This design comes from an exercise in tuning for small area on the open sky130 flow, not from production work. Function was checked by simulation only, so behaviour that the tests miss may differ from the original. No activity file was given, so power comes from the tool's default toggle rates.

## flow/run.sh

```bash
#!/bin/bash
# synth_recipe.tcl (not shown) runs the flow's synth.tcl, then flattens the netlist and writes it again
# the make line also repeats each setting of config.mk as NAME=value (left out here)
make -C /OpenROAD-flow-scripts/flow DESIGN_CONFIG=/design/flow/config.mk WORK_HOME=/design/flow/orfs CLKGATE_MAP_FILE= SYNTH_SCRIPT=/design/flow/synth_recipe.tcl finish
```

## flow/config.mk

```make
export PLATFORM = sky130hd
export DESIGN_NAME = converter_top
export DESIGN_NICKNAME = converter_top
export VERILOG_FILES = /design/flow/design.v
export SDC_FILE = /design/flow/constraint.sdc
export NUM_CORES = 4
export LEC_CHECK = 0
export CAP_MARGIN = 20
export CORE_MARGIN = 2
export CORE_UTILIZATION = 40
export SLEW_MARGIN = 20
```

## flow/constraint.sdc

```tcl
create_clock -name core_clock -period 20.0 [get_ports {clk}]
set_input_delay 4.0000 -clock core_clock [delete_from_list [all_inputs] [get_ports {clk}]]
set_output_delay 4.0000 -clock core_clock [all_outputs]
set_load 0.01 [all_outputs]
```

## flow/design.v

```verilog
`timescale 1ns / 1ps
module converter_sub(freq, enable, clk, rst, beep, clk_cnt, button0, switch, a_to_g);
    input [31:0] freq;  
    input enable;  
    input clk;  
    input rst;  
    input button0;  
    input [7:0]switch;
    input [15:0]clk_cnt;  
    output beep;  
    output [39:0]a_to_g;  
    reg [31:0] count;  
    reg Beep;  
    reg [39:0] a_to_g;
    assign beep = Beep;
    parameter dit = 8'b01111111;  
    parameter dah = 8'b11110111;  
    parameter blank = 8'b11111111;  
always @ (posedge clk) begin  
    if(rst) begin
        count <= 0;
        Beep <= 0;
    end
    else if(count >= freq) begin
        count <= 0;
        if(enable) Beep <= ~Beep;
    end
        else count <= count + 1;
end
always @ (*) begin  
    a_to_g[31:0] <= {4{blank}};  
    case({switch,button0})
        9'b011100000: a_to_g[39:32] <= 8'b10001000;  
        9'b110101010: a_to_g[39:32] <= 8'b11100000;  
        9'b110111010: a_to_g[39:32] <= 8'b10110001;  
        9'b110101000: a_to_g[39:32] <= 8'b11000010;  
        9'b010000000: a_to_g[39:32] <= 8'b10110000;  
        9'b010111010: a_to_g[39:32] <= 8'b10111000;  
        9'b111101000: a_to_g[39:32] <= 8'b10100001;  
        9'b010101010: a_to_g[39:32] <= 8'b11001000;  
        9'b010100000: a_to_g[39:32] <= 8'b10110011;  
        9'b011111110: a_to_g[39:32] <= 8'b10100111;  
        9'b110111000: a_to_g[39:32] <= 8'b11011000;  
        9'b011101010: a_to_g[39:32] <= 8'b11110001;  
        9'b111100000: a_to_g[39:32] <= 8'b10101010;  
        9'b110100000: a_to_g[39:32] <= 8'b11101010;  
        9'b111111000: a_to_g[39:32] <= 8'b10100010;  
        9'b011111010: a_to_g[39:32] <= 8'b10011000;  
        9'b111101110: a_to_g[39:32] <= 8'b10001100;  
        9'b011101000: a_to_g[39:32] <= 8'b11111010;  
        9'b010101000: a_to_g[39:32] <= 8'b10100100;  
        9'b110000000: a_to_g[39:32] <= 8'b11110000;  
        9'b010111000: a_to_g[39:32] <= 8'b11000001;  
        9'b010101110: a_to_g[39:32] <= 8'b11000011;  
        9'b011111000: a_to_g[39:32] <= 8'b11010100;  
        9'b110101110: a_to_g[39:32] <= 8'b10100011;  
        9'b110111110: a_to_g[39:32] <= 8'b11000100;  
        9'b111101010: a_to_g[39:32] <= 8'b10110110;  
        default a_to_g[39:32] <= 8'b11111111;  
    endcase
    case({switch,button0,clk_cnt[15:14]})  
        11'b01000000100: a_to_g[31:24] <= dit;  
        11'b00100000100: a_to_g[31:24] <= dah;  
        11'b00010000100: a_to_g[31:24] <= dah;  
        11'b00001000100: a_to_g[31:24] <= dah;  
        11'b00000100100: a_to_g[31:24] <= dit;  
        11'b00000010100: a_to_g[31:24] <= dit;  
        11'b00000001100: a_to_g[31:24] <= dah;  
        11'b00111111100: a_to_g[31:24] <= dit;  
        11'b01011111100: a_to_g[31:24] <= dit;  
        11'b01101111100: a_to_g[31:24] <= dit;  
        11'b01110111100: a_to_g[31:24] <= dah;  
        11'b01111011100: a_to_g[31:24] <= dit;  
        11'b01111101100: a_to_g[31:24] <= dah;  
        11'b01111110100: a_to_g[31:24] <= dah;  
        11'b11000000100: a_to_g[31:24] <= dah;  
        11'b10100000100: a_to_g[31:24] <= dit;  
        11'b10010000100: a_to_g[31:24] <= dah;  
        11'b10000100100: a_to_g[31:24] <= dit;  
        11'b10000010100: a_to_g[31:24] <= dit;  
        11'b10000001100: a_to_g[31:24] <= dah;  
        11'b10111111100: a_to_g[31:24] <= dit;  
        11'b11011111100: a_to_g[31:24] <= dit;  
        11'b11101111100: a_to_g[31:24] <= dit;  
        11'b11111011100: a_to_g[31:24] <= dah;  
        11'b11111101100: a_to_g[31:24] <= dah;  
        11'b11111110100: a_to_g[31:24] <= dah;  
        11'b01000000101: a_to_g[23:16] <= dah;  
        11'b00100000101: a_to_g[23:16] <= dit;  
        11'b00010000101: a_to_g[23:16] <= dit;  
        11'b00001000101: a_to_g[23:16] <= dit;  
        11'b00000010101: a_to_g[23:16] <= dit;  
        11'b00000001101: a_to_g[23:16] <= dah;  
        11'b00111111101: a_to_g[23:16] <= dit;  
        11'b01011111101: a_to_g[23:16] <= dit;  
        11'b01101111101: a_to_g[23:16] <= dah;  
        11'b01110111101: a_to_g[23:16] <= dit;  
        11'b01111011101: a_to_g[23:16] <= dah;  
        11'b01111101101: a_to_g[23:16] <= dah;  
        11'b01111110101: a_to_g[23:16] <= dit;  
        11'b11000000101: a_to_g[23:16] <= dah;  
        11'b10100000101: a_to_g[23:16] <= dah;  
        11'b10010000101: a_to_g[23:16] <= dah;  
        11'b10000100101: a_to_g[23:16] <= dah;  
        11'b10000010101: a_to_g[23:16] <= dit;  
        11'b10111111101: a_to_g[23:16] <= dit;  
        11'b11011111101: a_to_g[23:16] <= dit;  
        11'b11101111101: a_to_g[23:16] <= dah;  
        11'b11111011101: a_to_g[23:16] <= dit;  
        11'b11111101101: a_to_g[23:16] <= dit;  
        11'b11111110101: a_to_g[23:16] <= dah;  
        11'b00100000110: a_to_g[15:8] <= dit;  
        11'b00010000110: a_to_g[15:8] <= dah;  
        11'b00001000110: a_to_g[15:8] <= dit;  
        11'b00000010110: a_to_g[15:8] <= dah;  
        11'b00000001110: a_to_g[15:8] <= dit;  
        11'b00111111110: a_to_g[15:8] <= dit;  
        11'b01101111110: a_to_g[15:8] <= dah;  
        11'b01110111110: a_to_g[15:8] <= dah;  
        11'b01111011110: a_to_g[15:8] <= dit;  
        11'b11000000110: a_to_g[15:8] <= dah;  
        11'b10100000110: a_to_g[15:8] <= dah;  
        11'b10010000110: a_to_g[15:8] <= dit;  
        11'b10000100110: a_to_g[15:8] <= dit;  
        11'b10000010110: a_to_g[15:8] <= dit;  
        11'b10111111110: a_to_g[15:8] <= dah;  
        11'b11011111110: a_to_g[15:8] <= dit;  
        11'b11101111110: a_to_g[15:8] <= dah;  
        11'b11111011110: a_to_g[15:8] <= dit;  
        11'b11111101110: a_to_g[15:8] <= dah;  
        11'b11111110110: a_to_g[15:8] <= dit;  
        11'b00100000111: a_to_g[7:0] <= dit;  
        11'b00010000111: a_to_g[7:0] <= dit;  
        11'b00000010111: a_to_g[7:0] <= dit;  
        11'b00111111111: a_to_g[7:0] <= dit;  
        11'b01101111111: a_to_g[7:0] <= dah;  
        11'b01111011111: a_to_g[7:0] <= dit;  
        11'b10100000111: a_to_g[7:0] <= dit;  
        11'b10010000111: a_to_g[7:0] <= dah;  
        11'b11011111111: a_to_g[7:0] <= dah;  
        11'b11111011111: a_to_g[7:0] <= dah;  
        11'b11111101111: a_to_g[7:0] <= dah;  
        11'b11111110111: a_to_g[7:0] <= dit;  
        default: begin
            a_to_g[31:24] <= blank;  
            a_to_g[23:16] <= blank;  
            a_to_g[15:8] <= blank;  
            a_to_g[7:0] <= blank;  
        end
    endcase
end
endmodule
`timescale 1ns / 1ps
module converter_top(clk, rst, button0, button1, button2, button3, switch, LED, NUM, display, beep);
    input clk, button0, button1, button2, button3;  
    input rst;  
    input [7:0]switch;
    output [3:0]NUM;  
    output [7:0]display;  
    output [7:0]LED;  
    output beep;
    wire [39:0] a_to_g;
    reg [31:0] freq;
    reg enable;
    reg [15:0] clk_cnt;
    reg [3:0] NUM;
    reg [7:0] display;
    parameter DO_L = 95602;
    parameter RE_L = 85179;
    parameter MI_L = 75872;
    parameter FA_L = 71633;
    parameter SO_L = 63376;
    parameter LA_L = 56818;
    parameter SI_L = 50607;
    parameter DO_M = 47801;
    parameter RE_M = 42589;
    parameter MI_M = 37936;
    parameter FA_M = 35791;
    parameter SO_M = 31887;
    parameter LA_M = 28409;
    parameter SI_M = 25419;
    parameter DO_H = 23886;
    parameter RE_H = 21267;
    parameter MI_H = 18939;
    parameter FA_H = 17876;
    parameter SO_H = 15924;
    parameter LA_H = 14184;
    parameter SI_H = 12637;
    assign LED[7] = switch[7];
    assign LED[6] = switch[6];
    assign LED[5] = switch[5];
    assign LED[4] = switch[4];
    assign LED[3] = switch[3];
    assign LED[2] = switch[2];
    assign LED[1] = switch[1];
    assign LED[0] = switch[0];
always @ (posedge clk)  
    if(rst)
        clk_cnt <= 0;
    else
        clk_cnt <= clk_cnt + 1;
always @ (posedge clk) begin 
    if(button0)
        case(clk_cnt[15:14])
            2'b00: begin
                NUM <= 4'b0111;
                display <= a_to_g[31:24];
            end
            2'b01: begin
                NUM <= 4'b1011;
                display <= a_to_g[23:16];
            end
            2'b10: begin
                NUM <= 4'b1101;
                display <= a_to_g[15:8];
            end
            2'b11: begin
                NUM <= 4'b1110;
                display <= a_to_g[7:0];
            end
        endcase
    else begin
        NUM <= 4'b0000;
        display <= a_to_g[39:32];
    end
end
always @ (*) begin  
    case ({switch[6:0],button3,button2,button1})
        10'b1000000100: begin
            freq <= DO_L;
            enable <= 1;
        end
        10'b0100000100: begin
            freq <= RE_L;
            enable <= 1;
        end
        10'b0010000100: begin
            freq <= MI_L;
            enable <= 1;
        end
        10'b0001000100: begin
            freq <= FA_L;
            enable <= 1;
        end
        10'b0000100100: begin
            freq <= SO_L;
            enable <= 1;
        end
        10'b0000010100: begin
            freq <= LA_L;
            enable <= 1;
        end
        10'b0000001100: begin
            freq <= SI_L;
           enable <= 1;
        end
        10'b1000000010: begin
            freq <= DO_M;
            enable <= 1;
        end
        10'b0100000010: begin
            freq <= RE_M;
            enable <= 1;
        end
        10'b0010000010: begin
            freq <= MI_M;
            enable <= 1;
        end
        10'b0001000010: begin
            freq <= FA_M;
            enable <= 1;
        end
        10'b0000100010: begin
            freq <= SO_M;
            enable <= 1;
        end
        10'b0000010010: begin
            freq <= LA_M;
            enable <= 1;
        end
        10'b0000001010: begin
            freq <= SI_M;
            enable <= 1;
        end
        10'b1000000001: begin
            freq <= DO_H;
            enable <= 1;
        end
        10'b0100000001: begin
            freq <= RE_H;
            enable <= 1;
        end
        10'b0010000001: begin
            freq <= MI_H;
            enable <= 1;
        end
        10'b0001000001: begin
            freq <= FA_H;
            enable <= 1;
        end
        10'b0000100001: begin
            freq <= SO_H;
            enable <= 1;
        end
        10'b0000010001: begin
            freq <= LA_H;
            enable <= 1;
        end
        10'b0000001001: begin
            freq <= SI_H;
            enable <= 1;
        end
        default: begin
            freq <= 100;
            enable <= 0;
        end
    endcase
end
converter_sub PART1(.clk(clk),
                    .rst(rst),
                    .beep(beep),
                    .freq(freq),
                    .enable(enable),
                    .clk_cnt(clk_cnt),
                    .button0(button0),
                    .switch(switch),
                    .a_to_g(a_to_g)
                   );
endmodule
```

==> qor.yml <==
power:
  power_frac_seq_pct: 39.1
  pwr-share-clk_pct: 48.9
  ir_drop_uv: 40.8
  comb_power_share_pct: 12.0
  p_int_uw: 246
  cellPowerDensity_mw_per_mm2: 62.0
  swShare_pct: 23.7
  p_leak_nw: 1.88
  p_sw_uw: 76.4
routing:
  finalWirelength_um: 12300
  drc_errors: 0
  vias: 4446
  dr.first_iter.drc_count: 375
  ant_nets: 0
  dr.pass1.iters: 6
  wire_per_inst_um: 16.3
  vias_per_cell: 5.90
floorplan:
  num_rows: 39
  initial_core_util_pct: 40.5
  coreArea_mm2: 0.0113
  ios: 35
  die_y_um: 111
  die_w_um: 111
  dieArea_mm2: 0.0123
finish:
  diodes: 0
  regArea_mm2: 0.00122
  fillers: 1122
  nets: 638
  drive_gt1_share_pct: 8.36
  multi_input_area_mm2: 0.00305
  syn_to_final_growth_pct: 13.7
setup_path:
  rr_startpoint: "PART1.count[9]$_SDFF_PP0_"
  cp_num_buf_inv: 2
  worstSetupStartpoint: "switch[7]"
  crit_required_ns: 16.00
  path_class: "primary input to output port"
  crit_fanout: 30
  cpMaxStageDelayCell: "clkdlybuf4s50_1"
  r2r_slack_ns: 17.60
  r2r-end: "PART1.count[5]$_SDFF_PP0_"
  r2r_cells: 8
  slowest_delay_ns: 1.14
  crit_chain: "clkdlybuf4s50_1, clkdlybuf4s50_1"
  start_kind: "primary input"
  critical-path-top-delay-family: "buffers and inverters"
  worstPathArrival_ns: 5.84
  path_depth: 2
  end_kind: "output port"
  crit_path_frequent_cell: "clkdlybuf4s50_1"
timing:
  grt_setup_unrepaired: "no"
  drv_slew: 0
  setup_violations: 0
  finalHoldViolCount: 0
  skew_ns: 0.00458
  fin_ws_ns: 10.16
  period_minus_slack_ns: 9.84
  tightestPinTransition_ns: 1.02
  fin_crit_sh_pct: 49.2
  setup_tns_ns: 0
  fmax_mhz: 102
  slew_headroom_pct: 31.5
clocking:
  clockBufferDepth: 2
  cts_resized: 0
  insertion_delay_ns: 0.32
  root_buffer: "clkbuf_16"
  numCtsBuffers: 9
  cts_hold_buf: 0
  clk_pin_slew_worst_paths_ns: 0.05
  tritoncts: "done"
  post-cts-setup-buffers: 0
  htree_levels: 3
  cts.sinks: 61
synthesis:
  synth_warnings: 2
  synth_cells: 591
  synth_edf_count: 0
  synth_top_area_share_pct: 26.7
  ys_async_sr_fraction_pct: 0
  avgSynthCellArea_um2: 7.73
  syn-cell-area_mm2: 0.00457
  ys.flop_type: "dfxtp_1"
  ys_top_cells_by_count: "69 x nor2_1, 61 x dfxtp_1, 54 x nand2_1"
  synth.area.top_cells: "dfxtp_1 27%, nor2_1 5.7%, ha_1 5.2%, nand2_1 4.4%, xor2_1 4.4%"
  yosysMostFrequentCell: "nor2_1"
  ys_types: 83
  synth_top_area_cell: "dfxtp_1"
  ys_seq_elements: 61
  yosysSeqAreaShare_pct: 26.7
run:
  maxCapViolations: 0
hold_path:
  min_from: "clk_cnt[0]$_SDFF_PP0_"
  min_path_type: "register to register"
  hold_end: "clk_cnt[0]$_SDFF_PP0_"
  min_path_cells: 1
global_route:
  grt_start_max_net_pins: 41
  track_usage_pct: 20.4
  overflow: 0
  grt_pass1_vias: 4453
  grt_pass1_wl_um: 20900
  antenna_found_initial: 0
run_status:
  status: "timing/DRC/antenna clean"
placement:
  routabilityCongestion: 0.976
  portBuffers: 34
  place_ws_ns: 10.09
  dp_hpwl_um: 8810
-- flip-flops by register name (all words and copies together) (netlist names) --
register	count
PART1.count	32
clk_cnt	16
display	8
NUM	4
PART1.Beep	1
-- metrics by stage --
step	cells	util, %	hold WS [ns]	total power [mW]	area, um2
3_3_place_gp	737	43.4	0.422	0.167	4890
6_report	753	46.1	0.440	0.322	5200
3_5_place_dp	737	43.4	0.441	0.167	4890
4_1_cts	753	46.1	0.448	0.326	5200
5_1_grt	753	46.1	0.471	0.337	5200
2_1_floorplan	604	-	0.413	0.156	4620
-- cell type report --
cell class / count / area share, %
timing repair buffer: 41 / 7.46
inverter: 11 / 0.795
sequential: 61 / 23.5
clock inverter: 3 / 0.819
tap: 143 / 3.44
clock buffer: 13 / 5.20
multi-input combinational: 481 / 58.8
-- routing by layer --
layer  part of all wire [%]  GRT usage (%)
met3                    5.7           5.25
met1                     43           24.5
met2                     48           34.2
met4                    3.5           9.08
met5                      0              0
-- power groups by stage --
stage,Clock [mW],Sequential [mW],Combinational [mW]
3_3_place_gp,0,0.128,0.0381
2_1_floorplan,0,0.129,0.0270
6_report,0.158,0.126,0.0388
3_5_place_dp,0,0.129,0.0383
5_1_grt,0.169,0.126,0.0421
4_1_cts,0.161,0.126,0.0384
-- cells in the final DEF, fill, tap and decap left out, types with 4 or more instances in the layout --
| master | synthesis | final |
|---|---|---|
| xor2_1 | 23 | 23 |
| inv_1 | 11 | 11 |
| a21oi_1 | 29 | 29 |
| or2_2 | 4 | 4 |
| clkdlybuf4s50_1 | 0 | 33 |
| nand4_1 | 15 | 15 |
| buf_4 | 11 | 7 |
| ha_1 | 19 | 19 |
| and3_1 | 13 | 13 |
| conb_1 | 1 | 14 |
| nor4_1 | 16 | 16 |
| dfxtp_1 | 61 | 61 |
| a31oi_1 | 7 | 7 |
| nor2b_1 | 5 | 5 |
| nand3_1 | 34 | 34 |
| a21o_1 | 7 | 7 |
| nor3b_1 | 6 | 6 |
| clkbuf_16 | 0 | 9 |
| nor2_1 | 69 | 69 |
| o221ai_1 | 4 | 4 |
| xnor2_1 | 12 | 12 |
| nand2_1 | 54 | 54 |
| o21ai_0 | 18 | 18 |
| a211oi_1 | 4 | 4 |
| and2_1 | 8 | 8 |
| nor3_1 | 22 | 22 |
| o32ai_1 | 4 | 4 |
| o22ai_1 | 4 | 4 |
| or4_1 | 4 | 4 |
| nand2b_1 | 8 | 8 |
-- logic make-up after synthesis --
group           count (synthesis)  share of synthesized area [%]
compound gates                117                           17.8
buf+inv                        62                           7.53
xor+xnor                       35                           6.71
flops                          61                           26.7
other cells                     1                         0.0820
fa+ha+maj                      19                           5.20
mux                             4                          0.931
simple gates                  292                           35.0
-- worst max path at each step --
stage | slack, ns | endpoint
global route | 10.08 | LED[7]
detailed placement | 10.09 | LED[4]
floorplan | 11.88 | LED[0]
CTS | 10.08 | LED[4]
global placement | 10.12 | LED[4]
finish | 10.16 | LED[7]

what the ideal ports hide:
Ports are ideal in the flow. The routed layout listed here was re-timed in OpenROAD. Step 1, drivers: a clkbuf_16 drives clk and a buf_2 each remaining input, both assumed. Step 2 times the ports against the registers' clock, not the clock port: input delays grow and output delays shrink by t, the midpoint of the rising clock arrivals with the driver on. Three values: ideal ports, drivers, drivers and shift; two values: the first two.
t, ns: 0.355
slack for setup (ns): 10.159 / 10.133 / 10.133
cell pins on the clock port's net: 1
After both steps this run still meets setup and hold. The setup slack of this run moves by -0.026 ns with the drivers and by -0.026 ns with both steps.
